Background: an optimization exercise with open tools, aiming at small area. Do not read the settings as production practice. In this exercise RTL edits were held to simulation tests only and were not proved equivalent to the original. No activity file was given, so power comes from the tool's default toggle rates. No driver is modelled on the clock port, so clocking that relies on it looks cheaper here than on a real chip.

== alpha ==
==> flow/design.v <==
module fifo #(
    parameter XLEN = 32,
    parameter FIFO_SIZE = 32
) (
    input                           clk_i,
    input                           rst_ni,
    input                           flush_en_i,
    input                           push_en_i,
    input           [XLEN-1:0]      data_i,
    input                           pop_en_i,
    output  logic   [XLEN-1:0]      data_o,
    output  logic                   full_o,
    output  logic                   empty_o
);
    localparam AW = 5;
    logic [XLEN-1:0] mem_q [32];
    logic [AW:0] wptr_q, rptr_q;
    logic [AW:0] wptr_d, rptr_d;
    logic [XLEN-1:0] data_q;
    logic [AW-1:0] ptr_same;
    for (genvar i = 0; i < AW; i++) begin : g_cmp
        fifo_xnor2 u_x (.a(wptr_q[i]), .b(rptr_q[i]), .y(ptr_same[i]));
    end
    logic eq_a_n, eq_b_n, eq5, wrap_diff;
    fifo_nand3 u_eqa (.a(ptr_same[0]), .b(ptr_same[1]), .c(ptr_same[2]), .y(eq_a_n));
    fifo_nand2 u_eqb (.a(ptr_same[3]), .b(ptr_same[4]), .y(eq_b_n));
    fifo_nor2  u_eq  (.a(eq_a_n), .b(eq_b_n), .y(eq5));
    fifo_xor2  u_wd  (.a(wptr_q[AW]), .b(rptr_q[AW]), .y(wrap_diff));
    fifo_nor3  u_emp (.a(eq_a_n), .b(eq_b_n), .c(wrap_diff), .y(empty_o));
    fifo_and2  u_ful (.a(wrap_diff), .b(eq5), .y(full_o));
    logic nflush, pop_nf_n, push_nf, room_n, do_pop, do_push, fwd;
    fifo_inv   u_nf   (.a(flush_en_i), .y(nflush));
    fifo_nand2 u_pnf  (.a(pop_en_i), .b(nflush), .y(pop_nf_n));
    fifo_nor2  u_dpop (.a(empty_o), .b(pop_nf_n), .y(do_pop));         
    fifo_and2  u_unf  (.a(push_en_i), .b(nflush), .y(push_nf));        
    fifo_and3  u_fwd  (.a(push_nf), .b(pop_en_i), .c(empty_o), .y(fwd));
    fifo_mux2i u_room (.a0(full_o), .a1(empty_o), .s(pop_en_i), .y(room_n));  
    fifo_and2  u_dpsh (.a(push_nf), .b(room_n), .y(do_push));
    logic [AW:0] wcarry, rcarry, wsum, rsum;
    assign wcarry[0] = do_push;
    assign rcarry[0] = do_pop;
    for (genvar i = 0; i < AW; i++) begin : g_inc
        fifo_ha u_wha (.a(wptr_q[i]), .b(wcarry[i]), .s(wsum[i]), .c(wcarry[i+1]));
        fifo_ha u_rha (.a(rptr_q[i]), .b(rcarry[i]), .s(rsum[i]), .c(rcarry[i+1]));
    end
    fifo_xor2 u_wtop (.a(wptr_q[AW]), .b(wcarry[AW]), .y(wsum[AW]));
    fifo_xor2 u_rtop (.a(rptr_q[AW]), .b(rcarry[AW]), .y(rsum[AW]));
    for (genvar i = 0; i <= AW; i++) begin : g_clr
        fifo_and2 u_wclr (.a(wsum[i]), .b(nflush), .y(wptr_d[i]));
        fifo_and2 u_rclr (.a(rsum[i]), .b(nflush), .y(rptr_d[i]));
    end
    always_ff @(posedge clk_i or negedge rst_ni) begin
        if (~rst_ni) begin
            wptr_q <= '0;
            rptr_q <= '0;
        end else begin
            wptr_q <= wptr_d;
            rptr_q <= rptr_d;
        end
    end
    logic [AW-1:0] wptr_n, rptr_n;
    for (genvar i = 0; i < AW; i++) begin : g_inv
        fifo_inv u_wi (.a(wptr_q[i]), .y(wptr_n[i]));
        fifo_inv u_ri (.a(rptr_q[i]), .y(rptr_n[i]));
    end
    logic [3:0] wlo, rlo;
    logic [7:0] whi, rhi;
    for (genvar j = 0; j < 4; j++) begin : g_lo
        fifo_and3 u_w (.a(do_push),
                       .b(j[0] ? wptr_q[0] : wptr_n[0]),
                       .c(j[1] ? wptr_q[1] : wptr_n[1]), .y(wlo[j]));
        fifo_and3 u_r (.a(do_pop),
                       .b(j[0] ? rptr_q[0] : rptr_n[0]),
                       .c(j[1] ? rptr_q[1] : rptr_n[1]), .y(rlo[j]));
    end
    for (genvar k = 0; k < 8; k++) begin : g_hi
        fifo_and3 u_w (.a(k[0] ? wptr_q[2] : wptr_n[2]),
                       .b(k[1] ? wptr_q[3] : wptr_n[3]),
                       .c(k[2] ? wptr_q[4] : wptr_n[4]), .y(whi[k]));
        fifo_and3 u_r (.a(k[0] ? rptr_q[2] : rptr_n[2]),
                       .b(k[1] ? rptr_q[3] : rptr_n[3]),
                       .c(k[2] ? rptr_q[4] : rptr_n[4]), .y(rhi[k]));
    end
    logic [31:0] wsel;
    logic [32:0] rsel;
    for (genvar i = 0; i < 32; i++) begin : g_dec
        fifo_and2 u_wdec (.a(wlo[i%4]), .b(whi[i/4]), .y(wsel[i]));
        fifo_and2 u_rdec (.a(rlo[i%4]), .b(rhi[i/4]), .y(rsel[i]));
    end
    assign rsel[32] = fwd;
    always_ff @(posedge clk_i) begin
        for (int i = 0; i < 32; i++) begin
            if (wsel[i]) mem_q[i] <= data_i;
        end
    end
    logic [XLEN-1:0] data_d;
    for (genvar b = 0; b < XLEN; b++) begin : g_rd
        logic [32:0] col;
        logic [10:0] grp_n;
        for (genvar i = 0; i < 32; i++) begin : g_col
            assign col[i] = mem_q[i][b];
        end
        assign col[32] = data_i[b];
        for (genvar k = 0; k < 11; k++) begin : g_grp
            fifo_aoi222 u_aoi (
                .a1(rsel[3*k]),   .a2(col[3*k]),
                .b1(rsel[3*k+1]), .b2(col[3*k+1]),
                .c1(rsel[3*k+2]), .c2(col[3*k+2]),
                .y(grp_n[k])
            );
        end
        logic [2:0] part;
        fifo_nand4 u_n0 (.a(grp_n[0]), .b(grp_n[1]), .c(grp_n[2]),  .d(grp_n[3]), .y(part[0]));
        fifo_nand4 u_n1 (.a(grp_n[4]), .b(grp_n[5]), .c(grp_n[6]),  .d(grp_n[7]), .y(part[1]));
        fifo_nand3 u_n2 (.a(grp_n[8]), .b(grp_n[9]), .c(grp_n[10]), .y(part[2]));
        fifo_or3   u_or (.a(part[0]), .b(part[1]), .c(part[2]), .y(data_d[b]));
    end
    always_ff @(posedge clk_i or negedge rst_ni) begin
        if (~rst_ni) data_q <= '0;
        else         data_q <= data_d;
    end
    assign data_o = data_q;
endmodule
module fifo_inv (input logic a, output logic y);
    assign y = ~a;
endmodule
module fifo_and2 (input logic a, b, output logic y);
    assign y = a & b;
endmodule
module fifo_and3 (input logic a, b, c, output logic y);
    assign y = a & b & c;
endmodule
module fifo_nand2 (input logic a, b, output logic y);
    assign y = ~(a & b);
endmodule
module fifo_nand3 (input logic a, b, c, output logic y);
    assign y = ~(a & b & c);
endmodule
module fifo_nand4 (input logic a, b, c, d, output logic y);
    assign y = ~(a & b & c & d);
endmodule
module fifo_nor2 (input logic a, b, output logic y);
    assign y = ~(a | b);
endmodule
module fifo_nor3 (input logic a, b, c, output logic y);
    assign y = ~(a | b | c);
endmodule
module fifo_or3 (input logic a, b, c, output logic y);
    assign y = a | b | c;
endmodule
module fifo_xor2 (input logic a, b, output logic y);
    assign y = a ^ b;
endmodule
module fifo_xnor2 (input logic a, b, output logic y);
    assign y = ~(a ^ b);
endmodule
module fifo_mux2i (input logic a0, a1, s, output logic y);
    assign y = ~(s ? a1 : a0);
endmodule
module fifo_ha (input logic a, b, output logic s, c);
    assign s = a ^ b;
    assign c = a & b;
endmodule
module fifo_aoi222 (
    input  logic a1, a2, b1, b2, c1, c2,
    output logic y
);
    assign y = ~((a1 & a2) | (b1 & b2) | (c1 & c2));
endmodule
clock: 7.0 ns
lec_check: 0
cap_margin: 5
core_margin: 2
core_utilization: 70
cts_cluster_diameter: 100
cts_cluster_size: 25
place_density: 0.8
slew_margin: 5
synth_hierarchical: 1
synth_minimum_keep_size: 0
standard.sh (not shown) runs the stock make flow with config.mk's settings and CLKGATE_MAP_FILE= SYNTH_SCRIPT=/design/flow/synth_recipe.tcl, a recipe that flattens the netlist after the stock synthesis.
==> flow/flow/run.sh <==
#!/bin/bash
set -e
here=$(pwd)
export BUFFER_PORTS_ARGS="-inputs -buffer_cell sky130_fd_sc_hd__buf_4"
export POST_GLOBAL_PLACE_TCL="$here/flow/post_global_place.tcl"
export CTS_ARGS="-sink_clustering_enable -repair_clock_nets -sink_clustering_size 17 -sink_clustering_max_diameter 100 -dont_use_dummy_load -buf_list sky130_fd_sc_hd__clkbuf_8"
bash standard.sh > flow.log 2>&1
==> flow/flow/post_global_place.tcl <==
# Output ports get their buffers here, after global placement, with the
# smallest buffer: they only drive the pin. The input ports are buffered
# before placement (BUFFER_PORTS_ARGS in run.sh).
buffer_ports -outputs -buffer_cell sky130_fd_sc_hd__buf_1
#### Input delta (beta over alpha)
Settings: swapping 0.8 for 0.7 in PLACE_DENSITY; swapping 70 for 60 in CORE_UTILIZATION.
==> flow/flow/run.sh <==
#!/bin/bash
set -e
export BUFFER_PORTS_ARGS="-buffer_cell sky130_fd_sc_hd__buf_1"
export CTS_ARGS="-sink_clustering_enable -repair_clock_nets -sink_clustering_size 29 -sink_clustering_max_diameter 100 -dont_use_dummy_load"
bash standard.sh > flow.log 2>&1
removed: flow/flow/post_global_place.tcl
- For the post-synthesis to final-layout area growth, beta came in 0.77 points higher than alpha did.
- NOTE total power alpha->beta increased slightly
- met3 track utilization from global routing, alpha and beta, higher one = alpha.
- Re first-pass GRT wire length: beta is 0.40% down on alpha.
- NOTE: total number of placement rows in beta exceeds that of alpha
- beta ended up with a higher tap cell instance count than alpha did.
- Worst-case vdd ir drop is higher on beta
- Shortest period the worst path allows essentially unchanged between beta and alpha.
- beta — fraction of power consumed by the clock network 1.1 points higher, alpha as reference
> inputs changed (beta -> gamma)
==> flow/flow/run.sh <==
#!/bin/bash
set -e
here=$(pwd)
export BUFFER_PORTS_ARGS="-inputs -buffer_cell sky130_fd_sc_hd__buf_4"
export POST_GLOBAL_PLACE_TCL="$here/flow/post_global_place.tcl"
export CTS_ARGS="-sink_clustering_enable -repair_clock_nets -sink_clustering_size 17 -sink_clustering_max_diameter 100 -dont_use_dummy_load -buf_list sky130_fd_sc_hd__clkbuf_8"
bash standard.sh > flow.log 2>&1
==> flow/flow/post_global_place.tcl (new file) <==
# Output ports get their buffers here, after global placement, with the
# smallest buffer: they only drive the pin. The input ports are buffered
# before placement (BUFFER_PORTS_ARGS in run.sh).
buffer_ports -outputs -buffer_cell sky130_fd_sc_hd__buf_1
[summary]
No run among beta and gamma stopped early or left any final violation; all are clean.
For beta, the highest routed metal layer was met5, unlike gamma, where it was met4.
Diff beta -> gamma: minimum clock period now smaller; final wirelength now larger; share of final-layout standard cells stronger than drive strength 1 now larger; portion of total power attributed to combinational logic comparable.
The lower switching part of the total power came out of beta.
Comparing beta and gamma, layout-stage area growth over the synthesis result is lower on gamma.

[afterwards: timing with drivers on the ports]
The results above use ideal ports. As a check the final layouts listed here were re-extracted and re-timed, cells and wires unchanged. Step 1 assumes that a clkbuf_16 drives the clock port and a buf_2 every other input. Step 2 times the ports against the registers' clock, not the clock port: input delays grow and output delays shrink by t, the midpoint of the rising clock arrivals with the driver on. Slacks: ideal ports / drivers / drivers and shift; pairs: ideal ports / drivers.
| run | t (ns) | slack for setup (ns) | worst setup path after step 2 | worst slew at a driven data input, ns | pins driven straight from the clock port |
|---|---|---|---|---|---|
| alpha | 0.727 | 3.451 / 3.451 / 2.879 | input to register | 0.05 | 1 |
| beta | 0.672 | 3.448 / 3.448 / 2.891 | input to register | 0.03 | 1 |
| gamma | 0.736 | 3.477 / 3.477 / 2.914 | input to register | 0.07 | 1 |
After both steps every run listed still meets setup and hold. The setup slack of alpha, which loses most, moves by 0.000 ns with the drivers and by -0.572 ns with both steps.
